From an optimization exercise on the open Yosys and OpenROAD flow, aimed at small area; shortcuts taken in it are not production practice.
Only simulation tests tie the RTL to the original design; equivalence was not proved.
Power and IR drop assume default switching activity.

<file path="flow/run.sh">
#!/bin/bash
# synth_recipe.tcl (not shown) runs the flow's synth.tcl, then flattens the netlist and writes it again
# the make line also repeats each setting of config.mk as NAME=value (left out here)
make -C /OpenROAD-flow-scripts/flow DESIGN_CONFIG=/design/flow/config.mk WORK_HOME=/design/flow/orfs CLKGATE_MAP_FILE= SYNTH_SCRIPT=/design/flow/synth_recipe.tcl finish
</file>
<file path="flow/config.mk">
export PLATFORM = sky130hd
export DESIGN_NAME = Pong_Finished
export DESIGN_NICKNAME = Pong_Finished
export VERILOG_FILES = /design/flow/design.v
export SDC_FILE = /design/flow/constraint.sdc
export NUM_CORES = 4
export LEC_CHECK = 0
export CAP_MARGIN = 20
export CORE_MARGIN = 2
export CORE_UTILIZATION = 40
export PLACE_DENSITY = 0.6
export SLEW_MARGIN = 20
</file>
<file path="flow/constraint.sdc">
create_clock -name core_clock -period 10.0 [get_ports {clk}]
set_input_delay 2.0000 -clock core_clock [delete_from_list [all_inputs] [get_ports {clk}]]
set_output_delay 2.0000 -clock core_clock [all_outputs]
set_load 0.01 [all_outputs]
</file>
<file path="flow/design.v">
`timescale 1ns / 1ps
module Pong_Finished(clk, reset, button, switch, hsync, vsync, RGB,
                     D0, D1, D2, D3, D4, D5, D6, D7, anodes,
                     hex_out, cheat, test_fast);
	input         clk, reset, cheat, test_fast;
	input  [3:0]  button;
	input  [11:0] switch;
	input         D0, D1, D2, D3, D4, D5, D6, D7;
	output [7:0]  anodes;
	output [6:0]  hex_out;
	output        hsync, vsync;
	output [11:0] RGB;
	function le10;
		input [9:0] a, b;
		integer i;
		reg g;
		begin
			g = 1'b1;
			for (i = 0; i < 10; i = i + 1)
				g = (~a[i] & b[i]) | (~a[i] & g) | (b[i] & g);
			le10 = g;
		end
	endfunction
	function [10:0] sub10;
		input [9:0] a, b;
		integer i;
		reg c;
		reg [9:0] s;
		begin
			c = 1'b1;
			for (i = 0; i < 10; i = i + 1) begin
				s[i] = a[i] ^ ~b[i] ^ c;
				c = (a[i] & ~b[i]) | (a[i] & c) | (~b[i] & c);
			end
			sub10 = {~c, s};
		end
	endfunction
	function [12:0] inc12;
		input [11:0] a;
		input en;
		integer i;
		reg c;
		begin
			c = en;
			for (i = 0; i < 12; i = i + 1) begin
				inc12[i] = a[i] ^ c;
				c = c & a[i];
			end
			inc12[12] = c;
		end
	endfunction
	function [9:0] step10;
		input [9:0] a;
		input en, up;
		integer i;
		reg c;
		begin
			c = en;
			for (i = 0; i < 10; i = i + 1) begin
				step10[i] = a[i] ^ c;
				c = c & ~(a[i] ^ up);
			end
		end
	endfunction
	function [8:0] step3;
		input [8:0] a;
		input dn, up;
		integer i;
		reg tu, td;
		begin
			step3[0] = a[0] ^ (dn | up);
			step3[1] = a[1] ^ ((dn | up) & (a[0] ^ dn));
			tu = dn & (a[1] | a[0]);
			td = up & ~(a[1] & a[0]);
			for (i = 2; i < 9; i = i + 1) begin
				step3[i] = a[i] ^ (tu | td);
				tu = tu & a[i];
				td = td & ~a[i];
			end
		end
	endfunction
	reg  [2:0] ph;
	reg  [9:0] px, py;
	wire px_step = (ph == 3'd0);
	wire px_end  = px[9] & px[8] & px[4] & px[3] & px[2] & px[1] & px[0];
	wire py_end  = py[9] & py[3] & py[2];
	wire [12:0] px_inc = inc12({2'b00, px}, px_step);
	wire [12:0] py_inc = inc12({2'b00, py}, px_step & px_end);
	always @(posedge clk, posedge reset)
		if (reset) ph <= 3'b100;
		else       ph <= {1'b0, ph[1] ^ ph[0], ~ph[0]};
	always @(posedge clk, posedge reset)
		if (reset) begin
			px <= 10'd0;
			py <= 10'd0;
		end else begin
			px <= px_inc[9:0] & ~({10'b1100100000} & {10{px_end & px_step}});
			py <= py_inc[9:0] & ~({10'b1000001101} & {10{py_end & px_end & px_step}});
		end
	assign hsync = ~(le10(10'd656, px) & le10(px, 10'd751));
	assign vsync = ~(py[9:1] == 9'd245);
	wire video_on = ~le10(10'd640, px) & ~le10(10'd480, py);
	wire tick = (px == 10'd0) && ((py == 10'd481) || test_fast);
	wire win  = (px[9:1] == 9'd0);
	reg  [8:0] pt1, pt2;        
	reg  [9:0] bx;              
	reg  [8:0] by;              
	reg        dx, dy;          
	reg  [3:0] score1, score2;
	reg        h2l_q;           
	wire restart  = (bx == 10'd632);
	wire restart2 = (bx == 10'd1);
	wire dn1 = tick & button[1] & ~le10(10'd409, {1'b0, pt1});
	wire up1 = tick & ~dn1 & button[0] & (pt1[8:1] != 8'd0);
	wire dn2 = tick & button[3] &
	           ~le10(cheat ? 10'd80 : 10'd408, {1'b0, pt2});
	wire up2 = tick & ~dn2 & button[2] & (pt2[8:1] != 8'd0);
	wire by_neg = &by;
	wire top_hit = (by[8:1] == 8'd0);
	wire bot_hit = (by[8:1] == 8'b11101100);      
	wire at2 = (bx == 10'd41) | (bx == 10'd42);
	wire at1 = (bx[9:2] == 8'd148) & (bx[1] | bx[0]) |           
	           (bx == 10'd596);
	wire       rside = win ? bx[9] : px[9];
	wire [8:0] sa = win ? by : py[8:0];
	wire [8:0] sb = rside ? pt1 : pt2;
	wire [10:0] sd = sub10({1'b0, sa}, {1'b0, sb});
	wire neg   = sd[10];
	wire le71  = ~neg & le10(sd[9:0], 10'd71);
	wire le72  = ~neg & le10(sd[9:0], 10'd72);
	wire le400 = ~neg & le10(sd[9:0], 10'd400);
	wire in_rng = rside ? le71 : (cheat ? le400 : le72);
	wire near  = neg & (sd[9:3] == 7'h7F) & (sd[2:0] != 3'd0);    
	wire h1   = ~by_neg & (in_rng | near);
	wire h2l  = ~by_neg & (le400 | near);
	wire hit2 = win ? h1 : (cheat & h2l_q);
	wire hit1 = win & h1;
	always @(posedge clk)
		if (win) h2l_q <= h2l;
	reg dxn, dyn;
	always @(*) begin
		dxn = dx;
		dyn = dy;
		if (top_hit)           dyn = 1'b1;
		else if (bot_hit)      dyn = 1'b0;
		else if (at2 & hit2)   dxn = 1'b1;
		else if (at1 & hit1)   dxn = 1'b0;
	end
	always @(posedge clk)
		if (reset) begin
			score1 <= 4'd0;
			score2 <= 4'd0;
		end else begin
			score1 <= inc12({8'd0, score1}, restart);
			score2 <= inc12({8'd0, score2}, restart2 & ~restart);
		end
	always @(posedge clk, posedge reset)
		if (reset) begin
			pt1 <= 9'd220;
			pt2 <= 9'd220;
			bx  <= 10'd36;
			by  <= 9'd0;
			dx  <= 1'b1;
			dy  <= 1'b1;
		end else begin
			pt1 <= step3(pt1, dn1, up1);
			pt2 <= step3(pt2, dn2, up2);
			if (restart) begin
				bx <= 10'd36;  by <= 9'd0;   dx <= 1'b1; dy <= 1'b1;
			end else if (restart2) begin
				bx <= 10'd444; by <= 9'd0;   dx <= 1'b0; dy <= 1'b0;
			end else begin
				bx <= step10(bx, tick, dx);
				by <= step10({1'b0, by}, tick, dy);
				dx <= dxn;
				dy <= dyn;
			end
		end
	wire [10:0] db = sub10({1'b0, py[8:0]}, {1'b0, by});
	wire [10:0] dbx = sub10(px, bx);
	wire pad_on = ((px[9:2] == 8'd150) | (px[9:2] == 8'd10)) & in_rng;
	wire ball_on = ~db[10] & (db[9:3] == 7'd0) &
	               ~dbx[10] & (dbx[9:3] == 7'd0);
	reg [11:0] rgb_n, rgb_q;
	always @(*)
		if (~video_on)      rgb_n = 12'h000;
		else if (pad_on)    rgb_n = 12'h0F0;
		else if (ball_on)   rgb_n = 12'hF00;
		else                rgb_n = switch;
	always @(posedge clk, posedge reset)
		if (reset) rgb_q <= 12'hFFF;
		else       rgb_q <= rgb_n;
	assign RGB = rgb_q;
	reg [11:0] rc;
	reg [2:0]  dig;
	wire q3     = ph[1] & ph[0];
	wire rc_end = rc[11] & rc[10] & rc[5] & rc[4] & rc[2];
	wire [12:0] rc_inc = inc12(rc, q3);
	always @(posedge clk, posedge reset)
		if (reset) begin
			rc  <= 12'd0;
			dig <= 3'd0;
		end else begin
			rc  <= rc_inc[11:0] & ~({12'b110000110101} & {12{rc_end & q3}});
			dig <= inc12({9'd0, dig}, rc_end & q3);
		end
	assign anodes = ~(8'd1 << dig);
	reg [3:0] digit;
	always @(*)
		case (dig)
			3'd0:    digit = score2;
			3'd4:    digit = score1;
			default: digit = 4'd0;
		endcase
	reg [6:0] seg;
	always @(*)
		case (digit)
			4'h0: seg = 7'b0000001;
			4'h1: seg = 7'b1001111;
			4'h2: seg = 7'b0010010;
			4'h3: seg = 7'b0000110;
			4'h4: seg = 7'b1001100;
			4'h5: seg = 7'b0100100;
			4'h6: seg = 7'b0100000;
			4'h7: seg = 7'b0001111;
			4'h8: seg = 7'b0000000;
			4'h9: seg = 7'b0000100;
			4'hA: seg = 7'b0001000;
			4'hB: seg = 7'b1100000;
			4'hC: seg = 7'b0110001;
			4'hD: seg = 7'b1000010;
			4'hE: seg = 7'b0110000;
			default: seg = 7'b0111000;
		endcase
	assign hex_out = seg;
endmodule
</file>
==> metrics.cfg, run 1 <==
[outcome]
status=timing/DRC/antenna clean

[pwr]
leakage_nw=3.01
p_per_area_nw_per_um2=210
vdd_drop_max_v=0.000119

[synthesis]
synth-seq-cells=98
syn-cell-area_um2=6170
ys_seq_area_frac=0.397
synth_area_per_cell_um2=10.3
postSynth.asyncResetShare=0.908
yosys.cell_types.count=75
synth_edf_count=1
synth_top_flop_cell=dfrtp_1
yosys_warnings=1
synth_nets=692
syn-instance-count=597

[die]
ios=57
start_util=0.407
num_rows=45
die_x_um=128
dieArea_um2=16400
die_h_um=128
core_area_um2=15100

[route]
drt_iter0_markers=279
avgRoutedWirePerCell_um=15.5
drt_drc_violations_left=0
drtAntennaViolNets=0
drt_wl_total_mm=12.8
vias=4550
first_pass_iters=4
viasPerCell=5.50

[layout]
regArea_um2=2450
final_nets=729
area_growth_pct=15.4
multiInputGateArea_um2=3490
final_common_cell=dfrtp_1
final_cell_mix=62 x dfrtp_1, 48 x clkdlybuf4s50_1, 46 x ha_1
drive_gt1_frac=0.117
final_area_um2=7120
diodes=0
fillers=1376

[worst_setup_path]
critPathArrivalTime_ns=7.07
cp-start-kind=flop
end_kind=flop
crit_path_max_fanout=14
crit_type=reg -> reg
required_ns=10.28

[place]
hpwl_mm=9.70
io_buffers=48
place_area_um2=6800
gp_congestion=0.870

[sta]
skew_ns=0.0109
worst_slew_pin_slew_ns=1.03
finalSetupTns_ns=0
drv_slew=0
fin_crit_ns=6.79
setup_violations=0
fmax_mhz=147
hold_violations=0
rsz0062_at_grt=no
slew_headroom=0.310
period_share=0.679

[cts]
cts_hold_buf=0
clock-sinks=98
clock_latency_ns=0.35
clock_tree.buffer_depth=2
cts_resized=0
clockRootBuffer=clkbuf_16
cts_tree=yes
h-tree-depth=3
postCtsSetupRepairBufs=0
clk_pin_slew_worst_paths_ns=0.07
numCtsBuffers=9

[grt]
grt_max_degree=61
use_met3=0.0326
grt_pass1_vias=4439
antenna_found_initial=0
grt_busiest_layer=met2
grt.total_usage=0.166
grtUsageMet1=0.223
grt_pass1_wl_mm=21.6
grt_util_met2=0.258
gr-total-overflow=0

[min_path]
min_path_type=reg -> reg

[job]
cap_viol_max_count=0

-- final timing paths --
path,start,end,slack [ns],cells past startpoint
worst min-delay path,ph[0],ph[0],0.45,1
worst max register to register,px[5],rgb_q[4],3.21,18
worst min register to register,ph[0],ph[0],0.45,1
max in group asynchronous,reset,py[3],6.67,3
worst max-delay path,px[5],rgb_q[4],3.21,18
min in group asynchronous,reset,by[6],2.22,2
-- where the power goes --
group	internal (mW)	switching, mW
clock	0.227	0.147
sequential	0.492	0.158
combinational	0.225	0.244
-- worst max-delay path: stages (launching register included) --
cell and delay (ns):
dfrtp_1 0.45, nor4_4 0.44, nand3_1 0.38, inv_1 0.40
mux2i_1 0.31, fa_1 0.23, fa_1 0.18, inv_1 0.05
fa_1 0.37, fa_1 0.40, fa_1 0.39, fa_1 0.40
fa_1 0.41, fa_1 0.48, or3b_2 0.49, a2111oi_0 0.42
a311oi_1 0.15, nor4_1 0.63, a21o_1 0.16
-- cells in the mapped netlist, types with 3 or more instances --
cell type | n | area, um2
a31oi_1 | 3 | 18.8
a21o_1 | 4 | 30.0
buf_2 | 5 | 25.0
o21a_1 | 7 | 52.6
dfrtp_1 | 62 | 1550
nor4_1 | 9 | 56.3
mux2i_1 | 14 | 140
o31ai_1 | 3 | 22.5
or2_2 | 4 | 25.0
nand3b_1 | 3 | 22.5
nand4_1 | 11 | 68.8
clkbuf_1 | 17 | 63.8
dfxtp_1 | 8 | 160
and2_1 | 5 | 31.3
inv_1 | 32 | 120
or3b_2 | 3 | 26.3
xnor2_1 | 26 | 228
nor3_1 | 22 | 110
a21oi_1 | 19 | 95.1
o22ai_1 | 4 | 25.0
o21ai_0 | 25 | 125
fa_1 | 21 | 420
and3_1 | 8 | 50.1
nand4b_1 | 3 | 26.3
nand3_1 | 17 | 85.1
xor2_1 | 22 | 193
ha_1 | 46 | 576
nor2_1 | 45 | 169
or4_1 | 3 | 22.5
dfstp_2 | 27 | 709
a22oi_1 | 6 | 45.0
nand2b_1 | 3 | 18.8
o211ai_1 | 3 | 22.5
and4_1 | 4 | 35.0
or3_1 | 5 | 31.3
mux2_2 | 4 | 45.0
nand2_1 | 29 | 109
maj3_1 | 3 | 30.0
nor2b_1 | 20 | 125
-- metal layers --
layer | share of wire | vias up | wire length [um]
met5 | 0 | - | 0
met4 | 0.024 | 0 | 309
met3 | 0.045 | 22 | 580
met2 | 0.46 | 111 | 5850
met1 | 0.47 | 2236 | 6060
li1 | - | 2181 | -
-- layout make-up --
cell class | instances | area share
multi-input combinational | 442 | 0.490
sequential | 98 | 0.344
timing repair buffer | 51 | 0.0706
clock buffer | 12 | 0.0346
tap | 188 | 0.0330
inverter | 32 | 0.0170
clock inverter | 4 | 0.0107
-- sequential cells by signal, indices dropped and copies added (netlist names), 3 cells and up --
register	count
rc	12
rgb_q	12
bx	10
px	10
py	10
by	9
pt1	9
pt2	9
score1	4
score2	4
dig	3
ph	3
-- kinds of logic after synthesis --
family / after synthesis / synth area share
AOI/OAI and AO/OA: 95 / 0.106
xor gates and xnor gates: 48 / 0.0681
adders and majority gates: 70 / 0.166
buffers and inverters: 57 / 0.0375
DFF: 98 / 0.397
muxes: 19 / 0.0337
other: 1 / 0.000608
and+or+nand+nor: 209 / 0.191
-- metrics by stage --
stage	worst slack, ns	util	power, mW	instances	hold slack, ns
2_1_floorplan	4.16	-	1.00	597	0.418
3_3_place_gp	3.46	0.449	1.09	811	0.432
3_5_place_dp	3.33	0.449	1.12	811	0.440
4_1_cts	3.27	0.470	1.50	827	0.449
5_1_grt	2.84	0.470	1.61	827	0.481
6_report	3.21	0.470	1.49	827	0.446
==> inputs of run 2 (changes only) <==
--- a/flow/design.v
+++ b/flow/design.v
@@ -68,3 +68,3 @@
 		integer i;
-		reg tu, td;
+		reg t;
 		begin
@@ -72,8 +72,6 @@
 			step3[1] = a[1] ^ ((dn | up) & (a[0] ^ dn));
-			tu = dn & (a[1] | a[0]);
-			td = up & ~(a[1] & a[0]);
+			t = dn ? (a[1] | a[0]) : (up & ~(a[1] & a[0]));
 			for (i = 2; i < 9; i = i + 1) begin
-				step3[i] = a[i] ^ (tu | td);
-				tu = tu & a[i];
-				td = td & ~a[i];
+				step3[i] = a[i] ^ t;
+				t = t & ~(a[i] ^ dn);
 			end
@@ -105,7 +103,6 @@
 	reg  [8:0] pt1, pt2;        
-	reg  [9:0] bx;              
-	reg  [8:0] by;              
+	reg  [9:0] bx, by;          
 	reg        dx, dy;          
 	reg  [3:0] score1, score2;
-	reg        h2l_q;           
+	reg        h2s_q, h2l_q;    
 	wire restart  = (bx == 10'd632);
@@ -117,5 +114,5 @@
 	wire up2 = tick & ~dn2 & button[2] & (pt2[8:1] != 8'd0);
-	wire by_neg = &by;
-	wire top_hit = (by[8:1] == 8'd0);
-	wire bot_hit = (by[8:1] == 8'b11101100);      
+	wire by_neg = by[9];
+	wire top_hit = (by[9:1] == 9'd0);
+	wire bot_hit = ~by_neg & by[8] & by[7] & by[6] & (by[5] | (by[4] & by[3]));
 	wire at2 = (bx == 10'd41) | (bx == 10'd42);
@@ -124,3 +121,3 @@
 	wire       rside = win ? bx[9] : px[9];
-	wire [8:0] sa = win ? by : py[8:0];
+	wire [8:0] sa = win ? by[8:0] : py[8:0];
 	wire [8:0] sb = rside ? pt1 : pt2;
@@ -134,7 +131,11 @@
 	wire h1   = ~by_neg & (in_rng | near);
+	wire h2s  = ~by_neg & (le72 | near);
 	wire h2l  = ~by_neg & (le400 | near);
-	wire hit2 = win ? h1 : (cheat & h2l_q);
+	wire hit2 = win ? h1 : (cheat ? h2l_q : h2s_q);
 	wire hit1 = win & h1;
 	always @(posedge clk)
-		if (win) h2l_q <= h2l;
+		if (win) begin
+			h2s_q <= h2s;
+			h2l_q <= h2l;
+		end
 	reg dxn, dyn;
@@ -161,3 +162,3 @@
 			bx  <= 10'd36;
-			by  <= 9'd0;
+			by  <= 10'd0;
 			dx  <= 1'b1;
@@ -168,8 +169,8 @@
 			if (restart) begin
-				bx <= 10'd36;  by <= 9'd0;   dx <= 1'b1; dy <= 1'b1;
+				bx <= 10'd36;  by <= 10'd0;  dx <= 1'b1; dy <= 1'b1;
 			end else if (restart2) begin
-				bx <= 10'd444; by <= 9'd0;   dx <= 1'b0; dy <= 1'b0;
+				bx <= 10'd444; by <= 10'd0;  dx <= 1'b0; dy <= 1'b0;
 			end else begin
 				bx <= step10(bx, tick, dx);
-				by <= step10({1'b0, by}, tick, dy);
+				by <= step10(by, tick, dy);
 				dx <= dxn;
@@ -178,6 +179,6 @@
 		end
-	wire [10:0] db = sub10({1'b0, py[8:0]}, {1'b0, by});
+	wire [10:0] db = sub10({1'b0, py[8:0]}, {1'b0, by[8:0]});
 	wire [10:0] dbx = sub10(px, bx);
 	wire pad_on = ((px[9:2] == 8'd150) | (px[9:2] == 8'd10)) & in_rng;
-	wire ball_on = ~db[10] & (db[9:3] == 7'd0) &
+	wire ball_on = ~by_neg & ~db[10] & (db[9:3] == 7'd0) &
 	               ~dbx[10] & (dbx[9:3] == 7'd0);
==> run 2 against run 1 <==
Critical endpoint is now rgb_q[9]. Worst hold slack improved by 0.0055 ns. Still clean on timing, DRC and antenna. Count of clock-buffer cells in the layout is 1 lower. Combinational power grew 13%. First-iteration DRC count fell by 17%.
==> metrics.cfg, run 2 <==
[outcome]
status=timing/DRC/antenna clean

[pwr]
leakage_nw=3.08  ; +2.4%
p_switching_uw=595  ; +8.5%
intPower_uw=964  ; +2.1%
p_per_area_nw_per_um2=215  ; +2.6%
clock_power_share=0.226  ; -0.024
sw_frac_of_total=0.382  ; +0.0142
power_frac_seq=0.434  ; -0.002
combPwrFrac=0.340  ; +0.026
vdd_drop_max_v=0.0000895  ; -25%

[synthesis]
yosys_warnings=1  ; unchanged
synth_area_per_cell_um2=10.3  ; -0.14%
netlist_top_cells_area=dfrtp_1 25%, dfstp_2 11%, ha_1 9.2%
ys_seq_area_frac=0.399  ; +0.00212
synth_edf_count=2  ; +1
yosysMostFrequentCell=dfrtp_1
syn-instance-count=608  ; +1.8%
synth_nets=703  ; +1.6%
synth_compound_area_frac=0.110  ; +0.00361
yosys.cell_types.count=72  ; -4.0%
synth_top_family_by_area=simple AND/OR/NAND/NOR gates
syn-cell-area_um2=6280  ; +1.7%
synth-xor-area-share=0.0684  ; +0.000255
ys_top_cells_by_count=63 x dfrtp_1, 48 x nor2_1, 46 x ha_1, 35 x inv_1, 31 x xnor2_1
synth_top_flop_cell=dfrtp_1
synthSimpleGateAreaFrac=0.188  ; -0.00279
synth.top_cell.area_share=0.251  ; about the same
postSynth.asyncResetShare=0.900  ; -0.00816
yosysTopAreaCell=dfrtp_1
synth.area.mux_share=0.0339  ; +0.000234
synth-adder-area-share=0.162  ; -0.00438
synth-seq-cells=100  ; +2.0%

[worst_setup_path]
ff2ff_setup_slack_ns=3.75  ; +0.54 ns
crit_path_frequent_cell=fa_1
r2r_cells=19  ; +1
path_buf_inv=1  ; -1
end_kind=flop
max_stage_delay_ns=0.48  ; -0.15 ns
cpMaxStageDelayCell=fa_1
crit_path_max_fanout=11  ; -3
critPathTopFamily=adder cells
r2r-end=rgb_q[9]
required_ns=10.29  ; about the same
worstPathCellList=nor4_4, a31oi_1, buf_4, mux2_2, ha_1, fa_1, fa_1, fa_1, fa_1, fa_1, fa_1, fa_1, fa_1, and3b_1, a41o_1, a22o_1, and4_1, nor2_1, o21a_1
critPathArrivalTime_ns=6.54  ; -0.53 ns
reg2reg_from=px[8]
cp-start-kind=flop
crit_type=reg -> reg

[grt]
antenna_found_initial=0  ; unchanged
grt_max_degree=67  ; +9.8%
gr-total-overflow=0  ; unchanged
grt_pass1_vias=4500  ; +1.4%
grt.total_usage=0.168  ; +0.00201
grt_pass1_wl_mm=22.2  ; +2.8%

[sta]
drv_slew=0  ; unchanged
setup_violations=0  ; unchanged
finalHoldWorstSlack_ns=0.452  ; +0.00549 ns
fin_crit_ns=6.25  ; -0.540 ns
period_share=0.625  ; -0.0540
rsz0062_at_grt=no
hold_violations=0  ; unchanged
fmax_mhz=160  ; +8.6%
slew_headroom=0.286  ; -0.0232
finalSetupTns_ns=0  ; unchanged
worst_slew_pin_slew_ns=1.06  ; +0.0346 ns
skew_ns=0.00717  ; -0.00376 ns

[layout]
top_regs=rc x12, rgb_q x12
final_cell_mix=63 x dfrtp_1, 48 x nor2_1, 48 x clkdlybuf4s50_1
drive_gt1_frac=0.112  ; -0.00558
fin_cells=864  ; +4.5%
final_nets=743  ; +1.9%
final_area_um2=7250  ; +1.8%
final_common_cell=dfrtp_1
area_growth_pct=15.5  ; about the same
diodes=0  ; unchanged
fillers=1402  ; +1.9%

[route]
avgRoutedWirePerCell_um=14.9  ; -3.7%
vias=4570  ; +0.44%
drt_iter0_markers=232  ; -17%
drtAntennaViolNets=0  ; unchanged
drt_wl_total_mm=12.9  ; +0.66%
first_pass_iters=4  ; unchanged
viasPerCell=5.29  ; -3.9%
drt_drc_violations_left=0  ; unchanged

[min_path]
min_from=ph[0]
hold_end=ph[0]
min_path_type=reg -> reg
hold_depth=1  ; unchanged

[cts]
clock_tree.buffer_depth=2  ; unchanged
h-tree-depth=3  ; unchanged
clk_pin_slew_worst_paths_ns=0.07  ; about the same
cts_hold_buf=0  ; unchanged
cts_resized=0  ; unchanged
clock_latency_ns=0.35  ; about the same
numCtsBuffers=9  ; unchanged
cts_tree=yes
postCtsSetupRepairBufs=0  ; unchanged
clockRootBuffer=clkbuf_16
clock-sinks=100  ; +2.0%

[die]
num_rows=45  ; unchanged
ios=57  ; unchanged
die_h_um=129  ; +0.82%
dieArea_um2=16700  ; +1.7%
die_x_um=129  ; +0.82%
start_util=0.411  ; +0.00388
core_area_um2=15300  ; +0.74%

[place]
hpwl_mm=9.54  ; -1.6%
place_inst=848  ; +4.6%
place_area_um2=6950  ; +2.3%
io_buffers=48  ; unchanged
gp_congestion=0.869  ; about the same

[job]
cap_viol_max_count=0  ; unchanged

## run 2: cell types whose count changed after synthesis, sizes merged, moves of 5 or more
cell / delta
xnor2: +5
a22o: +7
o21ai: +11
and2: -5
mux2: +6
a21oi: -8
## run 2: through the flow
stage	setup slack [ns]	power, mW	util
floorplan	4.12	1.07	-
global placement	3.90	1.18	0.456
detailed placement	3.79	1.21	0.456
CTS	3.77	1.57	0.475
global route	3.47	1.69	0.475
finish	3.75	1.56	0.475
## run 2: cell type report
cell class	count	area [um2]	area share
Multi-Input combinational cell	448	3530	0.487
Sequential cell	100	2510	0.346
Timing Repair Buffer	53	518	0.0715
Tap cell	211	264	0.0364
Clock buffer	11	243	0.0335
Inverter	36	136	0.0188
Clock inverter	5	51.3	0.00708
## run 2: layer usage
metal | GRT usage | up-vias | wire length, um
met5 | 0 | - | 0
met4 | 0.0697 | 0 | 289
met3 | 0.0281 | 23 | 442
met2 | 0.259 | 78 | 5760
met1 | 0.234 | 2244 | 6380
li1 | - | 2225 | -
## run 2: worst max path at each step
| stage | from | end | slack (ns) | cells past startpoint |
|---|---|---|---|---|
| detailed placement | px[8] | rgb_q[8] | 3.79 | 19 |
| CTS | px[8] | rgb_q[9] | 3.77 | 19 |
| floorplan | px[8] | rgb_q[4] | 4.12 | 19 |
| global placement | px[5] | rgb_q[10] | 3.90 | 19 |
| global route | px[8] | rgb_q[9] | 3.47 | 19 |
| finish | px[8] | rgb_q[9] | 3.75 | 19 |
## run 2: cells by family (layout without fill, tap and decap cells)
group	after synthesis	in the layout
AND/OR/NAND/NOR	208	208
AO/OA/AOI/OAI	101	101
other	1	1
flip-flops	100	100
adder cells (fa/ha/maj)	69	69
multiplexers	20	20
buffers and inverters	60	105
XOR/XNOR	49	49
## run 2: power by group through the flow
stage / clock network [mW] / logic [mW] / registers, mW
after global placement: 0 / 0.506 / 0.674
final: 0.352 / 0.530 / 0.676
after CTS: 0.361 / 0.533 / 0.674
after detailed placement: 0 / 0.533 / 0.679
after global routing: 0.379 / 0.609 / 0.699
after floorplan: 0 / 0.486 / 0.588
==> inputs of run 3 (changes only) <==
--- a/flow/design.v
+++ b/flow/design.v
@@ -68,3 +68,3 @@
 		integer i;
-		reg t;
+		reg tu, td;
 		begin
@@ -72,6 +72,8 @@
 			step3[1] = a[1] ^ ((dn | up) & (a[0] ^ dn));
-			t = dn ? (a[1] | a[0]) : (up & ~(a[1] & a[0]));
+			tu = dn & (a[1] | a[0]);
+			td = up & ~(a[1] & a[0]);
 			for (i = 2; i < 9; i = i + 1) begin
-				step3[i] = a[i] ^ t;
-				t = t & ~(a[i] ^ dn);
+				step3[i] = a[i] ^ (tu | td);
+				tu = tu & a[i];
+				td = td & ~a[i];
 			end
@@ -103,6 +105,7 @@
 	reg  [8:0] pt1, pt2;        
-	reg  [9:0] bx, by;          
+	reg  [9:0] bx;              
+	reg  [8:0] by;              
 	reg        dx, dy;          
 	reg  [3:0] score1, score2;
-	reg        h2s_q, h2l_q;    
+	reg        h2l_q;           
 	wire restart  = (bx == 10'd632);
@@ -114,5 +117,5 @@
 	wire up2 = tick & ~dn2 & button[2] & (pt2[8:1] != 8'd0);
-	wire by_neg = by[9];
-	wire top_hit = (by[9:1] == 9'd0);
-	wire bot_hit = ~by_neg & by[8] & by[7] & by[6] & (by[5] | (by[4] & by[3]));
+	wire by_neg = &by;
+	wire top_hit = (by[8:1] == 8'd0);
+	wire bot_hit = (by[8:1] == 8'b11101100);      
 	wire at2 = (bx == 10'd41) | (bx == 10'd42);
@@ -121,3 +124,3 @@
 	wire       rside = win ? bx[9] : px[9];
-	wire [8:0] sa = win ? by[8:0] : py[8:0];
+	wire [8:0] sa = win ? by : py[8:0];
 	wire [8:0] sb = rside ? pt1 : pt2;
@@ -131,11 +134,7 @@
 	wire h1   = ~by_neg & (in_rng | near);
-	wire h2s  = ~by_neg & (le72 | near);
 	wire h2l  = ~by_neg & (le400 | near);
-	wire hit2 = win ? h1 : (cheat ? h2l_q : h2s_q);
+	wire hit2 = win ? h1 : (cheat & h2l_q);
 	wire hit1 = win & h1;
 	always @(posedge clk)
-		if (win) begin
-			h2s_q <= h2s;
-			h2l_q <= h2l;
-		end
+		if (win) h2l_q <= h2l;
 	reg dxn, dyn;
@@ -162,3 +161,3 @@
 			bx  <= 10'd36;
-			by  <= 10'd0;
+			by  <= 9'd0;
 			dx  <= 1'b1;
@@ -169,8 +168,8 @@
 			if (restart) begin
-				bx <= 10'd36;  by <= 10'd0;  dx <= 1'b1; dy <= 1'b1;
+				bx <= 10'd36;  by <= 9'd0;   dx <= 1'b1; dy <= 1'b1;
 			end else if (restart2) begin
-				bx <= 10'd444; by <= 10'd0;  dx <= 1'b0; dy <= 1'b0;
+				bx <= 10'd444; by <= 9'd0;   dx <= 1'b0; dy <= 1'b0;
 			end else begin
 				bx <= step10(bx, tick, dx);
-				by <= step10(by, tick, dy);
+				by <= step10({1'b0, by}, tick, dy);
 				dx <= dxn;
@@ -179,6 +178,6 @@
 		end
-	wire [10:0] db = sub10({1'b0, py[8:0]}, {1'b0, by[8:0]});
+	wire [10:0] db = sub10({1'b0, py[8:0]}, {1'b0, by});
 	wire [10:0] dbx = sub10(px, bx);
 	wire pad_on = ((px[9:2] == 8'd150) | (px[9:2] == 8'd10)) & in_rng;
-	wire ball_on = ~by_neg & ~db[10] & (db[9:3] == 7'd0) &
+	wire ball_on = ~db[10] & (db[9:3] == 7'd0) &
 	               ~dbx[10] & (dbx[9:3] == 7'd0);
==> flow/flow/run.sh (new file) <==
#!/bin/bash
# Own layout flow: the standard layout, with two changes.
#  1. Synthesis is the standard synthesis script, except that ABC maps the
#     logic with an area-oriented script (flow/area.abc) instead of ORFS's
#     delay-oriented one. Everything before ABC (and so every register, its
#     name and its cell type) is unchanged.
#  2. Ports are buffered with sky130_fd_sc_hd__buf_1 rather than the cell
#     buffer_ports picks by default.
# Each tool's output goes to a log file in the work folder.
set -euo pipefail
W=$(pwd)
F=$W/flow

# ORFS synth.tcl with only the ABC script replaced
sed 's|log_cmd abc {\*}\$abc_args|log_cmd abc {*}[lreplace $abc_args 1 1 '"$F"'/area.abc]|' \
    "$FLOW_HOME/scripts/synth.tcl" > "$W/synth_area_orfs.tcl"
grep -q "area.abc" "$W/synth_area_orfs.tcl"
# The standard flow's synthesis script, sourcing that copy instead of ORFS's synth.tcl
sed 's|source \$::env(SCRIPTS_DIR)/synth.tcl|source '"$W"'/synth_area_orfs.tcl|' \
    "$W/synth_recipe.tcl" > "$W/synth_area.tcl"
grep -q "synth_area_orfs.tcl" "$W/synth_area.tcl"
# standard.sh with that synthesis script
sed 's|SYNTH_SCRIPT=[^ ]*|SYNTH_SCRIPT='"$W"'/synth_area.tcl|' "$W/standard.sh" > "$W/standard_area.sh"
grep -q "synth_area.tcl" "$W/standard_area.sh"

bash "$W/standard_area.sh" synth > "$W/synth.log" 2>&1
export BUFFER_PORTS_ARGS="-buffer_cell sky130_fd_sc_hd__buf_1"
bash "$W/standard.sh" > "$W/layout.log" 2>&1
test -f "$W/out/final.def"
==> flow/flow/area.abc (new file) <==
strash
&get -n
&fraig -x
&put
scorr
dc2
strash
&get -n
&deepsyn -T 20
&put
strash
&get -n
&dch -f
&nf -R 1000
&put
==> flow/standard.sh (new file) <==
#!/bin/bash
# synth_recipe.tcl (not shown) runs the flow's synth.tcl, then flattens the netlist and writes it again
# the make line also repeats each setting of config.mk as NAME=value (left out here)
make -C /OpenROAD-flow-scripts/flow DESIGN_CONFIG=/design/flow/config.mk WORK_HOME=/design/flow/orfs CLKGATE_MAP_FILE= SYNTH_SCRIPT=/design/flow/synth_recipe.tcl "${@:-finish}"
--- a/flow/config.mk
+++ b/flow/config.mk
@@ -10,2 +10,4 @@
 export CORE_UTILIZATION = 40
+export CTS_CLUSTER_DIAMETER = 500
+export CTS_CLUSTER_SIZE = 50
 export PLACE_DENSITY = 0.6
removed: flow/run.sh
==> run 3 against run 2 <==
Synthesized cell count decreased by 9.2%. Power fell by 9.6%. Synthesized area down 8.9%. Clock power down 5%. Via count decreased by 7.0%. Non-clock buffer count up 2. Highest routed layer unchanged. First-iteration DRC count shrank 11%.
==> metrics.cfg, run 3 <==
[synthesis]
syn-instance-count=552  ; -9.2%
synth_top_flop_cell=dfrtp_1
yosysTopAreaCell=dfrtp_1
synth_nets=647  ; -8.0%
ys_top_cells_by_count=62 x dfrtp_1, 62 x nor2_1, 46 x ha_1, 37 x nand2_1, 30 x clkinv_1
syn-cell-area_um2=5720  ; -8.9%
ys_seq_area_frac=0.429  ; +0.0293
postSynth.asyncResetShare=0.908  ; +0.00816
synth_area_per_cell_um2=10.4  ; +0.35%
yosys_warnings=1  ; unchanged
synth.top_cell.area_share=0.271  ; +0.0201
synth_edf_count=1  ; -1
yosys.cell_types.count=54  ; -25%
netlist_top_cells_area=dfrtp_1 27%, dfstp_2 12%, ha_1 10%
synth-seq-cells=98  ; -2.0%

[cts]
cts_tree=yes
cts_hold_buf=0  ; unchanged
clock_tree.buffer_depth=2  ; unchanged
cts_resized=0  ; unchanged
numCtsBuffers=9  ; unchanged
postCtsSetupRepairBufs=0  ; unchanged
clockRootBuffer=clkbuf_16
clock_latency_ns=0.36  ; about the same
h-tree-depth=3  ; unchanged
clock-sinks=98  ; -2.0%
clk_pin_slew_worst_paths_ns=0.07  ; about the same

[layout]
drive_gt1_frac=0.0819  ; -0.0299
multiInputGateArea_um2=3150  ; -11%
regArea_um2=2450  ; -2.2%
diodes=0  ; unchanged
area_growth_pct=13.0
final_area_um2=6460  ; -11%
final_cell_mix=62 x nor2_1, 62 x dfrtp_1, 48 x buf_1
fillers=1281  ; -8.6%
top_regs=rc x12, rgb_q x12
final_util=0.464  ; -0.0113
final_nets=713  ; -4.0%

[sta]
finalSetupTns_ns=0  ; unchanged
rsz0062_at_grt=no
slew_headroom=0.432  ; +0.146
hold_violations=0  ; unchanged
skew_ns=0.00924  ; +0.00206 ns
drv_slew=0  ; unchanged
setup_ws_ns=4.11  ; +0.359 ns
fin_crit_ns=5.89  ; -0.359 ns
period_share=0.589  ; -0.0359
worst_slew_pin_slew_ns=0.844  ; -0.217 ns
setup_violations=0  ; unchanged
finalHoldWorstSlack_ns=0.479  ; +0.0274 ns
fmax_mhz=170  ; +6.1%

[min_path]
min_path_type=reg -> reg
min_from=ph[0]
hold_end=ph[0]
hold_depth=1  ; unchanged

[pwr]
vdd_drop_max_v=0.000114  ; +27%
leakage_nw=2.82  ; -8.3%
p_per_area_nw_per_um2=218  ; +1.4%

[die]
dieArea_um2=15300  ; -8.6%
die_x_um=124  ; -4.4%
ios=57  ; unchanged
num_rows=43  ; -4.4%
core_area_um2=13900  ; -8.7%
start_util=0.410  ; -0.000972
die_h_um=124  ; -4.4%

[worst_setup_path]
r2r-end=rgb_q[4]
path_buf_inv=2  ; +1
crit_type=reg -> reg
cpMaxStageDelayCell=fa_1
max_stage_delay_ns=0.47  ; about the same
crit_path_max_fanout=19  ; +8
cp-start-kind=flop
critPathTopFamily=adder cells
end_kind=flop
r2r_cells=21  ; +2
reg2reg_from=px[5]
ff2ff_setup_slack_ns=4.11  ; +0.36 ns
critPathArrivalTime_ns=6.19  ; -0.35 ns
crit_cells=21  ; +2
crit_path_frequent_cell=fa_1
required_ns=10.30  ; about the same
worstPathCellList=nor3_1, nand3_1, nor2_1, buf_4, mux2i_1, ha_1, fa_1, fa_1, clkinv_1, fa_1, fa_1, fa_1, fa_1, fa_1, fa_1, nor4b_1, a21oi_1, nor2_1, nand4_1, nor2_1, a21o_1

[place]
place_area_um2=6170  ; -11%
gp_congestion=0.854  ; -1.8%
place_ws_ns=4.12  ; +0.331 ns
io_buffers=48  ; unchanged
hpwl_mm=8.99  ; -5.8%

[grt]
antenna_found_initial=0  ; unchanged
gr-total-overflow=0  ; unchanged
grt.total_usage=0.171  ; +0.00341
grt_pass1_wl_mm=20.3  ; -8.6%
grt_max_degree=57  ; -15%
grt_pass1_vias=4157  ; -7.6%

[route]
drt_wl_total_mm=12.0  ; -6.8%
drt_drc_violations_left=0  ; unchanged
viasPerCell=5.29  ; about the same
drtAntennaViolNets=0  ; unchanged
avgRoutedWirePerCell_um=14.9  ; +0.26%
vias=4248  ; -7.0%
first_pass_iters=5  ; +1
drt_iter0_markers=206  ; -11%

[job]
cap_viol_max_count=0  ; unchanged

[outcome]
status=timing/DRC/antenna clean

==> run 3: cell types whose count changed in the layout (fill, tap and decap cells not counted), moves of 5 or more <==
cell and change:
a21oi_1 +10, and3_1 +7, buf_1 +48, clkdlybuf4s50_1 -48, clkinv_1 +27, inv_1 -34
mux2_2 -10, nand2_1 +8, nand3_1 -8, nor2_1 +14, nor3_1 -6, o21ai_1 -5
xnor2_1 -10
==> run 3: how the worst max path moves through the flow <==
stage / startpoint / end / slack (ns)
after global routing: px[6] / rgb_q[4] / 3.74
after floorplan: px[6] / dx / 4.26
after CTS: px[5] / rgb_q[4] / 4.08
final: px[5] / rgb_q[4] / 4.11
after detailed placement: px[6] / rgb_q[4] / 4.12
after global placement: px[6] / rgb_q[5] / 4.22
==> run 3: power by group <==
group,internal [mW],switching (mW),leakage [nW],total (mW)
clock network,0.173,0.161,0.138,0.334
registers,0.498,0.154,1.15,0.652
logic,0.201,0.221,1.54,0.423
total,0.872,0.536,2.82,1.41
==> run 3: area by class of cell <==
cell class,count,area share
Clock buffer,9,0.0349
Clock inverter,7,0.00910
Inverter,30,0.0176
Multi-Input combinational cell,424,0.488
Sequential cell,98,0.379
Tap cell,180,0.0349
Timing Repair Buffer,55,0.0360
==> run 3: layer usage <==
metal | up-vias | GRT usage | routed length, um
met1 | 2090 | 0.232 | 5610
met5 | - | 0 | 0
met2 | 59 | 0.281 | 5850
met3 | 12 | 0.0295 | 370
li1 | 2087 | - | -
met4 | 0 | 0.0511 | 167
==> run 3: per-stage QoR <==
stage,instances,power [mW]
floorplan,552,0.945
global placement,786,1.05
detailed placement,786,1.08
CTS,802,1.42
global route,803,1.52
finish,803,1.41
==> run 3: cell families (layout without fill, tap and decap cells) <==
group	after synthesis	in the layout	share of synthesized area
and+or+nand+nor	207	207	0.182
xor gates and xnor gates	37	37	0.0567
muxes	17	17	0.0306
DFF	98	98	0.429
other	1	1	0.000656
AOI/OAI and AO/OA	91	91	0.100
adders and majority gates	71	71	0.181
buffers and inverters	30	101	0.0197
==> inputs of run 4 (changes only) <==
--- a/flow/config.mk
+++ b/flow/config.mk
@@ -10,4 +10,2 @@
 export CORE_UTILIZATION = 40
-export CTS_CLUSTER_DIAMETER = 500
-export CTS_CLUSTER_SIZE = 50
 export PLACE_DENSITY = 0.6
==> run 4 against run 3 <==
Global-route usage unchanged. Highest routed layer unchanged. Design area unchanged. Worst hold slack unchanged.
==> metrics.cfg, run 4 <==
[outcome]
status=timing/DRC/antenna clean

[synthesis]
synth-seq-cells=98  ; unchanged
postSynth.asyncResetShare=0.908  ; unchanged
synth_area_per_cell_um2=10.4  ; unchanged
synth_top_flop_cell=dfrtp_1
yosysTopAreaCell=dfrtp_1
ys_top_cells_by_count=62 x dfrtp_1, 62 x nor2_1, 46 x ha_1, 37 x nand2_1, 30 x clkinv_1
netlist_top_cells_area=dfrtp_1 27%, dfstp_2 12%, ha_1 10%
syn-cell-area_um2=5720  ; unchanged
syn-instance-count=552  ; unchanged
synth.top_cell.area_share=0.271  ; unchanged
ys_seq_area_frac=0.429  ; unchanged
synth_nets=647  ; unchanged
yosys_warnings=1  ; unchanged
synth_edf_count=1  ; unchanged
yosys.cell_types.count=54  ; unchanged

[die]
num_rows=43  ; unchanged
ios=57  ; unchanged
die_h_um=124  ; unchanged
dieArea_um2=15300  ; unchanged
die_x_um=124  ; unchanged
start_util=0.410  ; unchanged
core_area_um2=13900  ; unchanged

[worst_setup_path]
worstPathCellList=nor3_1, nand3_1, nor2_1, buf_4, mux2i_1, ha_1, fa_1, fa_1, clkinv_1, fa_1, fa_1, fa_1, fa_1, fa_1, fa_1, nor4b_1, a21oi_1, nor2_1, nand4_1, nor2_1, a21o_1
crit_path_frequent_cell=fa_1
critPathArrivalTime_ns=6.19  ; about the same
required_ns=10.30  ; about the same
max_stage_delay_ns=0.47  ; about the same
crit_type=reg -> reg
cp-start-kind=flop
crit_path_max_fanout=19  ; unchanged
end_kind=flop
cpMaxStageDelayCell=fa_1

[place]
place_ws_ns=4.12  ; unchanged
io_buffers=48  ; unchanged
gp_congestion=0.854  ; unchanged
place_inst=786  ; unchanged
hpwl_mm=8.99  ; unchanged
place_area_um2=6170  ; unchanged

[grt]
grt_max_degree=57  ; unchanged
grt.total_usage=0.171  ; unchanged
antenna_found_initial=0  ; unchanged
grt_pass1_wl_mm=20.3  ; unchanged
grt_pass1_vias=4157  ; unchanged
gr-total-overflow=0  ; unchanged

[route]
first_pass_iters=5  ; unchanged
viasPerCell=5.29  ; unchanged
vias=4248  ; unchanged
drtAntennaViolNets=0  ; unchanged
drt_wl_total_mm=12.0  ; unchanged
drt_iter0_markers=206  ; unchanged
avgRoutedWirePerCell_um=14.9  ; unchanged
drt_drc_violations_left=0  ; unchanged

[cts]
postCtsSetupRepairBufs=0  ; unchanged
clock_tree.buffer_depth=2  ; unchanged
clk_pin_slew_worst_paths_ns=0.07  ; about the same
clockRootBuffer=clkbuf_16
h-tree-depth=3  ; unchanged
cts_tree=yes
cts_resized=0  ; unchanged
cts_hold_buf=0  ; unchanged
numCtsBuffers=9  ; unchanged
clock_latency_ns=0.36  ; about the same
clock-sinks=98  ; unchanged

[layout]
final_area_um2=6460  ; unchanged
diodes=0  ; unchanged
drive_gt1_frac=0.0819  ; unchanged
final_cell_mix=62 x nor2_1, 62 x dfrtp_1, 48 x buf_1
fin_cells=803  ; unchanged
area_growth_pct=13.0  ; unchanged
top_regs=rc x12, rgb_q x12
fillers=1281  ; unchanged
regArea_um2=2450  ; unchanged
multiInputGateArea_um2=3150  ; unchanged
final_util=0.464  ; unchanged
final_nets=713  ; unchanged

[pwr]
leakage_nw=2.82  ; unchanged
p_total_mw=1.41  ; unchanged
p_per_area_nw_per_um2=218  ; unchanged
vdd_drop_max_v=0.000114  ; unchanged

[sta]
finalHoldWorstSlack_ns=0.479  ; unchanged
fin_crit_ns=5.89  ; unchanged
fmax_mhz=170  ; unchanged
worst_slew_pin_slew_ns=0.844  ; unchanged
setup_ws_ns=4.11  ; unchanged
slew_headroom=0.432  ; unchanged
setup_violations=0  ; unchanged
hold_violations=0  ; unchanged
rsz0062_at_grt=no
period_share=0.589  ; unchanged
finalSetupTns_ns=0  ; unchanged
drv_slew=0  ; unchanged
skew_ns=0.00924  ; unchanged

[job]
cap_viol_max_count=0  ; unchanged

[min_path]
min_path_type=reg -> reg

[run 4: kinds of logic (layout without fill, tap and decap cells)]
logic type | count (synthesis) | count (layout) | share of synthesized area
other | 1 | 1 | 0.000656
XOR/XNOR | 37 | 37 | 0.0567
buffers and inverters | 30 | 101 | 0.0197
flip-flops | 98 | 98 | 0.429
AO/OA/AOI/OAI | 91 | 91 | 0.100
multiplexers | 17 | 17 | 0.0306
AND/OR/NAND/NOR | 207 | 207 | 0.182
adder cells (fa/ha/maj) | 71 | 71 | 0.181
[run 4: power breakdown]
group	switching, mW	internal, mW	leakage [nW]
Combinational	0.221	0.201	1.54
Clock	0.161	0.173	0.138
Sequential	0.154	0.498	1.15
Total	0.536	0.872	2.82
[run 4: final timing paths]
check | start | endpoint | slack (ns) | cells past startpoint
setup / recovery | px[5] | rgb_q[4] | 4.11 | 21
hold / removal | ph[0] | ph[0] | 0.48 | 1
setup reg to reg | px[5] | rgb_q[4] | 4.11 | 21
hold reg to reg | ph[0] | ph[0] | 0.48 | 1
max in group asynchronous | reset | by[0] | 7.02 | 3
min in group asynchronous | reset | rc[10] | 1.86 | 2
[run 4: per-layer routing]
layer	routed length [um]	vias up	track usage
li1	-	2087	-
met1	5610	2090	0.232
met3	370	12	0.0295
met4	167	0	0.0511
met5	0	-	0
met2	5850	59	0.281
[run 4: worst max-delay path, delay by kind of cell, from the launching register on]
kind	cells	cell delay (ns)
simple gates	7	1.66
flops	1	0.42
mux	1	0.24
compound gates	2	0.20
buf+inv	2	0.32
fa+ha+maj	9	2.97
[run 4: final cells by class]
cell class / count / area share
multi-input combinational: 424 / 0.488
sequential: 98 / 0.379
timing repair buffer: 55 / 0.0360
clock buffer: 9 / 0.0349
tap: 180 / 0.0349
inverter: 30 / 0.0176
clock inverter: 7 / 0.00910
==> inputs of run 5 (changes only) <==
--- a/flow/design.v
+++ b/flow/design.v
@@ -123,5 +123,8 @@
 	           (bx == 10'd596);
+	wire       padcol = (px[9:2] == 8'd150) | (px[9:2] == 8'd10);
+	wire       coll   = win & (bx[9:2] != 8'd0);
+	wire       bmode  = ~padcol & ~coll;
 	wire       rside = win ? bx[9] : px[9];
-	wire [8:0] sa = win ? by : py[8:0];
-	wire [8:0] sb = rside ? pt1 : pt2;
+	wire [8:0] sa = coll ? by : py[8:0];
+	wire [8:0] sb = bmode ? by : rside ? pt1 : pt2;
 	wire [10:0] sd = sub10({1'b0, sa}, {1'b0, sb});
@@ -178,6 +181,8 @@
 		end
-	wire [10:0] db = sub10({1'b0, py[8:0]}, {1'b0, by});
+	reg ball_row_q;
+	wire ball_row = bmode ? (~neg & (sd[9:3] == 7'd0)) : ball_row_q;
+	always @(posedge clk) ball_row_q <= ball_row;
 	wire [10:0] dbx = sub10(px, bx);
-	wire pad_on = ((px[9:2] == 8'd150) | (px[9:2] == 8'd10)) & in_rng;
-	wire ball_on = ~db[10] & (db[9:3] == 7'd0) &
+	wire pad_on = padcol & in_rng;
+	wire ball_on = ball_row &
 	               ~dbx[10] & (dbx[9:3] == 7'd0);
--- a/flow/flow/run.sh
+++ b/flow/flow/run.sh
@@ -27,2 +27,3 @@
 export BUFFER_PORTS_ARGS="-buffer_cell sky130_fd_sc_hd__buf_1"
+export CTS_ARGS="-sink_clustering_enable -repair_clock_nets -dont_use_dummy_load -sink_clustering_size 30 -sink_clustering_max_diameter 300 -buf_list sky130_fd_sc_hd__clkbuf_8"
 bash "$W/standard.sh" > "$W/layout.log" 2>&1
==> run 5 against run 4 <==
Synthesized cell count fell by 2.2%. Combinational power increased by 39%. Power is 4.9% higher. Final cell count decreased by 2.5%. Clock skew is 0.016 ns higher. Fmax down 13%. Critical path type unchanged. Synthesized area fell by 1.8%. Critical endpoint is now rgb_q[2]. Sequential cell count is 1 higher. Wire length down 5.4%.
==> metrics.cfg, run 5 <==
[synthesis]
syn-instance-count=540  ; -2.2%
synth_top_flop_cell=dfrtp_1
yosysMostFrequentCell=dfrtp_1
synth.top_cell.area_share=0.276  ; +0.00496
ys_seq_area_frac=0.440  ; +0.0114
synth_nets=629  ; -2.8%
yosys_warnings=1  ; unchanged
synth-seq-cells=99  ; +1.0%
yosys.cell_types.count=53  ; -1.9%
ys_top_cells_by_count=62 x dfrtp_1, 47 x nor2_1, 46 x ha_1, 34 x a21oi_1, 33 x nand2_1
synth_area_per_cell_um2=10.4  ; +0.39%
yosysTopAreaCell=dfrtp_1
synth_edf_count=1  ; unchanged
postSynth.asyncResetShare=0.899  ; -0.00917
netlist_top_cells_area=dfrtp_1 28%, dfstp_2 13%, ha_1 10%
syn-cell-area_um2=5620  ; -1.8%

[job]
cap_viol_max_count=0  ; unchanged

[cts]
clock_tree.buffer_depth=2  ; unchanged
cts_tree=yes
numCtsBuffers=9  ; unchanged
postCtsSetupRepairBufs=0  ; unchanged
cts_hold_buf=0  ; unchanged
clockRootBuffer=clkbuf_8
clock-sinks=99  ; +1.0%
clock_latency_ns=0.37  ; about the same
cts_resized=0  ; unchanged
clk_pin_slew_worst_paths_ns=0.09  ; +0.02 ns
h-tree-depth=3  ; unchanged

[worst_setup_path]
end_kind=flop
required_ns=10.32  ; +0.02 ns
worstPathCellList=nor3_1, nand2_1, or4_1, a21oi_1, buf_4, nor2b_1, a222oi_1, ha_1, fa_1, fa_1, clkinv_1, fa_1, fa_1, fa_1, fa_1, fa_1, fa_1, nand2_1, o31ai_1, o22ai_1, a21oi_1, nor2b_1, and2_0
max_stage_delay_ns=0.55  ; +0.08 ns
crit_type=reg -> reg
path_buf_inv=2  ; unchanged
crit_path_max_fanout=13  ; -6
cpMaxStageDelayCell=fa_1
cp-start-kind=flop
critPathArrivalTime_ns=7.10  ; +0.91 ns
crit_path_frequent_cell=fa_1
critPathTopFamily=adder cells

[layout]
diodes=0  ; unchanged
top_regs=rc x12, rgb_q x12
final_util=0.449  ; -0.0142
final_common_cell=dfrtp_1
area_growth_pct=10.2
final_cell_mix=62 x dfrtp_1, 48 x buf_1, 47 x nor2_1
drive_gt1_frac=0.0713  ; -0.0106
final_nets=694  ; -2.7%

[route]
drt_iter0_markers=220  ; +6.8%
vias=4174  ; -1.7%
avgRoutedWirePerCell_um=14.5  ; -3.0%
drt_drc_violations_left=0  ; unchanged
drtAntennaViolNets=0  ; unchanged
drt_wl_total_mm=11.4  ; -5.4%
viasPerCell=5.33  ; +0.77%
first_pass_iters=5  ; unchanged

[sta]
fin_crit_ns=6.79  ; +0.898 ns
slew_headroom=0.470  ; +0.0372
fmax_mhz=147  ; -13%
period_share=0.679  ; +0.0898
skew_ns=0.0254  ; +0.0162 ns
setup_ws_ns=3.21  ; -0.898 ns
hold_violations=0  ; unchanged
finalSetupTns_ns=0  ; unchanged
rsz0062_at_grt=no
worst_slew_pin_slew_ns=0.795  ; -0.0481 ns
setup_violations=0  ; unchanged
drv_slew=0  ; unchanged

[grt]
grt_max_degree=53  ; -7.0%
gr-total-overflow=0  ; unchanged
grt.total_usage=0.163  ; -0.00789
grt_pass1_wl_mm=19.4  ; -4.6%
antenna_found_initial=0  ; unchanged
grt_pass1_vias=4037  ; -2.9%

[place]
hpwl_mm=8.62  ; -4.0%
gp_congestion=0.813  ; -4.8%
place_ws_ns=3.32  ; -0.801 ns
io_buffers=48  ; unchanged

[die]
die_x_um=122  ; -0.87%
ios=57  ; unchanged
start_util=0.408  ; -0.00264
core_area_um2=13800  ; -1.2%
die_h_um=122  ; -0.87%
num_rows=43  ; unchanged
dieArea_um2=15000  ; -1.7%

[pwr]
vdd_drop_max_v=0.000111  ; -1.9%
p_per_area_nw_per_um2=239  ; +9.5%
p_total_mw=1.48  ; +4.9%
leakage_nw=2.69  ; -4.7%

[min_path]
min_path_type=reg -> reg

[outcome]
status=timing/DRC/antenna clean

run 5: area by class of cell:
cell class / count / area [um2]
timing repair buffer: 54 / 225
fill: 1328 / 7580
inverter: 28 / 106
multi-input combinational: 413 / 3040
clock buffer: 9 / 124
tap: 180 / 225
sequential: 99 / 2470
run 5: routing by layer:
metal | global-route usage | wire length, um | share of wire | up-vias
met5 | 0 | 0 | 0 | -
li1 | - | - | - | 2067
met4 | 0.0453 | 121 | 0.011 | 0
met3 | 0.0423 | 472 | 0.042 | 13
met2 | 0.269 | 5540 | 0.49 | 65
met1 | 0.212 | 5220 | 0.46 | 2029
run 5: worst register-to-register path, cell delays in order, from the launching register on:
cell and delay [ns]:
dfrtp_1 0.50, nor3_1 0.21, nand2_1 0.10, or4_1 0.48, a21oi_1 0.16, buf_4 0.20, nor2b_1 0.15, a222oi_1 0.37
ha_1 0.23, fa_1 0.18, fa_1 0.18, clkinv_1 0.08, fa_1 0.39, fa_1 0.39, fa_1 0.39, fa_1 0.39
fa_1 0.39, fa_1 0.55, nand2_1 0.07, o31ai_1 0.30, o22ai_1 0.22, a21oi_1 0.38, nor2b_1 0.27, and2_0 0.16
run 5: metrics by stage:
stage / cell area (um2) / std cells / hold WS, ns
after detailed placement: 6070 / 774 / 0.471
after global routing: 6190 / 783 / 0.491
after floorplan: 5620 / 540 / 0.448
final: 6190 / 783 / 0.479
after global placement: 6070 / 774 / 0.460
after CTS: 6190 / 783 / 0.485
run 5: kinds of logic after synthesis:
logic type                 synth area share
buffers and inverters                0.0187
DFF                                   0.440
AOI/OAI and AO/OA                     0.119
adders and majority gates             0.160
muxes                                0.0270
other                              0.000668
xor gates and xnor gates             0.0546
and+or+nand+nor                       0.181
run 5: where the power goes:
group	total [mW]	leakage (nW)	internal, mW	switching, mW
Combinational	0.590	1.46	0.279	0.310
Clock	0.203	0.0647	0.0809	0.122
Sequential	0.686	1.17	0.516	0.170
run 5: final timing paths:
kind / startpoint / endpoint / slack [ns] / cells after the start
worst min register to register: rc[7] / rc[7] / 0.48 / 1
worst max register to register: bx[6] / rgb_q[2] / 3.21 / 23
worst min-delay path: rc[7] / rc[7] / 0.48 / 1
worst max-delay path: bx[6] / rgb_q[2] / 3.21 / 23
max in group asynchronous: reset / py[8] / 7.07 / 3
min in group asynchronous: reset / dig[2] / 1.85 / 2
==> inputs of run 6 (changes only) <==
--- a/flow/flow/run.sh
+++ b/flow/flow/run.sh
@@ -1,9 +1,13 @@
 #!/bin/bash
-# Own layout flow: the standard layout, with two changes.
-#  1. Synthesis is the standard synthesis script, except that ABC maps the
-#     logic with an area-oriented script (flow/area.abc) instead of ORFS's
-#     delay-oriented one. Everything before ABC (and so every register, its
-#     name and its cell type) is unchanged.
+# Own layout flow: the standard layout (standard.sh), with these changes.
+#  1. Synthesis is the standard synthesis script, except that
+#     - ABC maps the logic with an area-oriented script (flow/area.abc)
+#       instead of ORFS's delay-oriented one, and
+#     - Yosys's extract_fa (half/full adder cell extraction) is skipped, so
+#       ABC sees that logic too.
+#     Everything that decides the registers (their names and cell types) is
+#     unchanged.
 #  2. Ports are buffered with sky130_fd_sc_hd__buf_1 rather than the cell
 #     buffer_ports picks by default.
+#  3. Clock tree synthesis uses clkbuf_8 and inserts no dummy loads.
 # Each tool's output goes to a log file in the work folder.
@@ -13,6 +17,8 @@
 
-# ORFS synth.tcl with only the ABC script replaced
-sed 's|log_cmd abc {\*}\$abc_args|log_cmd abc {*}[lreplace $abc_args 1 1 '"$F"'/area.abc]|' \
+# ORFS synth.tcl with the ABC script replaced and extract_fa skipped
+sed -e 's|log_cmd abc {\*}\$abc_args|log_cmd abc {*}[lreplace $abc_args 1 1 '"$F"'/area.abc]|' \
+    -e 's|^\(\s*\)extract_fa {\*}\[dont_use_extract_fa_args\]|\1# extract_fa skipped|' \
     "$FLOW_HOME/scripts/synth.tcl" > "$W/synth_area_orfs.tcl"
 grep -q "area.abc" "$W/synth_area_orfs.tcl"
+grep -q "# extract_fa skipped" "$W/synth_area_orfs.tcl"
 # The standard flow's synthesis script, sourcing that copy instead of ORFS's synth.tcl
--- a/flow/flow/area.abc
+++ b/flow/flow/area.abc
@@ -8,3 +8,3 @@
 &get -n
-&deepsyn -T 20
+&deepsyn -T 120
 &put
==> run 6 against run 5 <==
Sequential share of layout area increased by 1.2 points. Count of clock-buffer cells in the layout unchanged. Largest cell class unchanged. Design area decreased by 3.0%. Power decreased by 3.5%. Critical path depth unchanged. Via count increased by 11%. Core utilization increased by 0.21 points. First-iteration DRC count increased by 43%. Worst hold slack about the same. Synthesized area decreased by 2.8%. Still clean on timing, DRC and antenna. Sequential power decreased by 2%. Register-to-register slack got worse by 0.35 ns. Critical endpoint is now dx.
==> metrics.cfg, run 6 <==
[outcome]
status=timing/DRC/antenna clean

[synthesis]
synth-xor-area-share=0.0915  ; +0.0369
synth_area_per_cell_um2=8.97  ; -14%
synth-seq-cells=99  ; unchanged
yosysMostFrequentCell=nor2_1
synth.top_cell.area_share=0.284  ; +0.00805
synth_nets=636  ; +1.1%
synth_top_family_by_area=simple AND/OR/NAND/NOR gates
synth_compound_area_frac=0.161  ; +0.0429
synth.area.mux_share=0.0227  ; -0.00426
postSynth.asyncResetShare=0.899  ; unchanged
ys_top_cells_by_count=75 x nor2_1, 62 x dfrtp_1, 59 x nand2_1, 45 x a21oi_1, 38 x xnor2_1
ys_seq_area_frac=0.453  ; +0.0128
yosys.cell_types.count=54  ; +1.9%
netlist_top_cells_area=dfrtp_1 28%, dfstp_2 13%, xnor2_1 6.1%
synth_top_flop_cell=dfrtp_1
syn-instance-count=608  ; +13%
synth-adder-area-share=0.00550  ; -0.154
syn-cell-area_um2=5460  ; -2.8%
synthSimpleGateAreaFrac=0.256  ; +0.0747
yosys_warnings=1  ; unchanged
yosysTopAreaCell=dfrtp_1
synth_edf_count=1  ; unchanged

[cts]
cts_tree=yes
clk_pin_slew_worst_paths_ns=0.10  ; about the same
clockRootBuffer=clkbuf_8
numCtsBuffers=9  ; unchanged
clock-sinks=99  ; unchanged
cts_hold_buf=0  ; unchanged
h-tree-depth=3  ; unchanged
postCtsSetupRepairBufs=0  ; unchanged
clock_latency_ns=0.38  ; about the same
cts_resized=0  ; unchanged
clock_tree.buffer_depth=2  ; unchanged

[pwr]
p_per_area_nw_per_um2=237  ; -0.53%
combPwrFrac=0.384  ; -0.015
leakage_nw=2.45  ; -9.0%
power_frac_seq=0.472  ; +0.008
intPower_uw=838  ; -4.3%
vdd_drop_max_v=0.0000799  ; -28%
p_switching_uw=588  ; -2.3%
sw_frac_of_total=0.412  ; +0.00503
clock_power_share=0.143  ; +0.006

[route]
drt_iter0_markers=315  ; +43%
drt_drc_violations_left=0  ; unchanged
first_pass_iters=5  ; unchanged
viasPerCell=5.47  ; +2.6%
drtAntennaViolNets=0  ; unchanged
avgRoutedWirePerCell_um=14.4  ; -0.92%
drt_wl_total_mm=12.1  ; +6.8%
vias=4617  ; +11%

[worst_setup_path]
crit_path_max_fanout=14  ; +1
critPathTopFamily=simple AND/OR/NAND/NOR gates
crit_path_frequent_cell=o21ai_0
max_stage_delay_ns=0.72  ; +0.17 ns
end_kind=flop
cpMaxStageDelayCell=or2_0
worstPathCellList=or3_1, or4_1, nor3_1, or2_0, and2_0, nor2_1, a222oi_1, nor2_1, a221oi_1, o21ai_0, nand2_1, o21ai_0, maj3_1, maj3_1, o21ai_0, o21ai_0, nand2_1, a21oi_1, o21ai_0, a21oi_1, a41o_1, a21oi_1, mux2_1
required_ns=10.29  ; -0.03 ns
crit_type=reg -> reg
cp-start-kind=flop
critPathArrivalTime_ns=7.43  ; +0.33 ns
path_buf_inv=0  ; -2

[place]
hpwl_mm=8.78  ; +1.8%
gp_congestion=0.888  ; +9.2%
io_buffers=48  ; unchanged

[die]
num_rows=42  ; -2.3%
ios=57  ; unchanged
dieArea_um2=14600  ; -2.7%
core_area_um2=13300  ; -3.5%
die_h_um=121  ; -1.4%
start_util=0.410  ; +0.00270
die_x_um=121  ; -1.4%

[layout]
final_nets=698  ; +0.58%
drive_gt1_frac=0.0599  ; -0.0114
fillers=1324  ; -0.30%
final_cell_mix=75 x nor2_1, 62 x dfrtp_1, 59 x nand2_1
top_regs=rc x12, rgb_q x12
area_growth_pct=10.0
final_common_cell=nor2_1
diodes=0  ; unchanged

[min_path]
min_path_type=reg -> reg

[sta]
skew_ns=0.0302  ; +0.00481 ns
finalHoldWorstSlack_ns=0.479  ; +0.000271 ns
drv_slew=0  ; unchanged
finalSetupTns_ns=0  ; unchanged
fmax_mhz=140  ; -4.9%
fin_crit_ns=7.14  ; +0.350 ns
slew_headroom=0.390  ; -0.0795
setup_violations=0  ; unchanged
rsz0062_at_grt=no
worst_slew_pin_slew_ns=0.915  ; +0.119 ns
hold_violations=0  ; unchanged
period_share=0.714  ; +0.0350

[grt]
grt_max_degree=72  ; +36%
grt_pass1_vias=4331  ; +7.3%
grt.total_usage=0.175  ; +0.0116
gr-total-overflow=0  ; unchanged
grt_pass1_wl_mm=20.6  ; +6.1%
antenna_found_initial=0  ; unchanged

[job]
cap_viol_max_count=0  ; unchanged

-- run 6: kinds of logic (layout without fill, tap and decap cells) --
family          Yosys count  after routing
flops                    99             99
simple gates            282            282
xor+xnor                 57             57
mux                      12             12
other cells               1              1
compound gates          140            140
fa+ha+maj                 3              3
buf+inv                  14             74
-- run 6: cell type report --
| cell class | instances | area [um2] | area share |
|---|---|---|---|
| tap | 176 | 220 | 0.0367 |
| clock buffer | 9 | 124 | 0.0206 |
| multi-input combinational | 495 | 2930 | 0.488 |
| inverter | 14 | 53.8 | 0.00896 |
| sequential | 99 | 2470 | 0.412 |
| timing repair buffer | 51 | 203 | 0.0338 |
-- run 6: metrics by stage --
stage / setup WS [ns] / area (um2) / power [mW] / util / std cells
floorplan: 3.95 / 5460 / 1.08 / - / 608
global placement: 3.07 / 5880 / 1.20 / 0.442 / 835
detailed placement: 2.93 / 5880 / 1.22 / 0.442 / 835
CTS: 2.89 / 6000 / 1.43 / 0.452 / 844
global route: 2.34 / 6000 / 1.54 / 0.452 / 844
finish: 2.86 / 6000 / 1.43 / 0.452 / 844
-- run 6: worst paths after layout --
kind | startpoint | to | slack (ns) | cells after the start
hold / removal | rc[8] | rc[8] | 0.48 | 1
setup reg to reg | bx[4] | dx | 2.86 | 23
min in group asynchronous | reset | rc[11] | 1.71 | 2
hold reg to reg | rc[8] | rc[8] | 0.48 | 1
setup / recovery | bx[4] | dx | 2.86 | 23
max in group asynchronous | reset | pt2[8] | 7.05 | 3
-- run 6: power groups by stage --
stage,Sequential (mW),Combinational (mW),Clock [mW]
global placement,0.674,0.524,0
global route,0.693,0.622,0.229
detailed placement,0.679,0.540,0
finish,0.674,0.548,0.204
floorplan,0.627,0.455,0
CTS,0.672,0.543,0.213
-- run 6: per-layer routing --
metal | vias up | GRT usage | wire, um
met5 | - | 0 | 0
met4 | 0 | 0.0661 | 191
met3 | 16 | 0.0278 | 454
met2 | 82 | 0.281 | 5590
met1 | 2209 | 0.237 | 5890
li1 | 2310 | - | -

re-timing with driven ports:
The results above use ideal ports. As a check the final layouts listed here were re-extracted and re-timed, cells and wires unchanged. Step 1, drivers: a clkbuf_16 drives clk and a buf_2 each remaining input, both assumed. Step 2 moves the port delays by t, midway between the first and last clock arrival at a register: inputs arrive t later, outputs are due t later. That takes back most of the time a late clock gives input paths. Slacks: no drivers / after step 1 / after step 2; pairs: no drivers / after step 1.
| run | shift t [ns] | setup WS [ns] | hold WS [ns] | worst data-port slew with drivers (ns) |
|---|---|---|---|---|
| run 1 | 0.387 | 3.211 / 3.211 / 3.211 | 0.446 / 0.446 / 0.446 | 0.04 |
| run 2 | 0.391 | 3.751 / 3.751 / 3.751 | 0.452 / 0.452 / 0.452 | 0.04 |
| run 3 | 0.389 | 4.110 / 4.110 / 4.110 | 0.479 / 0.479 / 0.479 | 0.03 |
| run 4 | 0.389 | 4.110 / 4.110 / 4.110 | 0.479 / 0.479 / 0.479 | 0.03 |
| run 5 | 0.392 | 3.212 / 3.212 / 3.212 | 0.479 / 0.479 / 0.479 | 0.03 |
| run 6 | 0.406 | 2.862 / 2.862 / 2.862 | 0.479 / 0.479 / 0.479 | 0.04 |
After both steps every run listed still meets setup and hold.
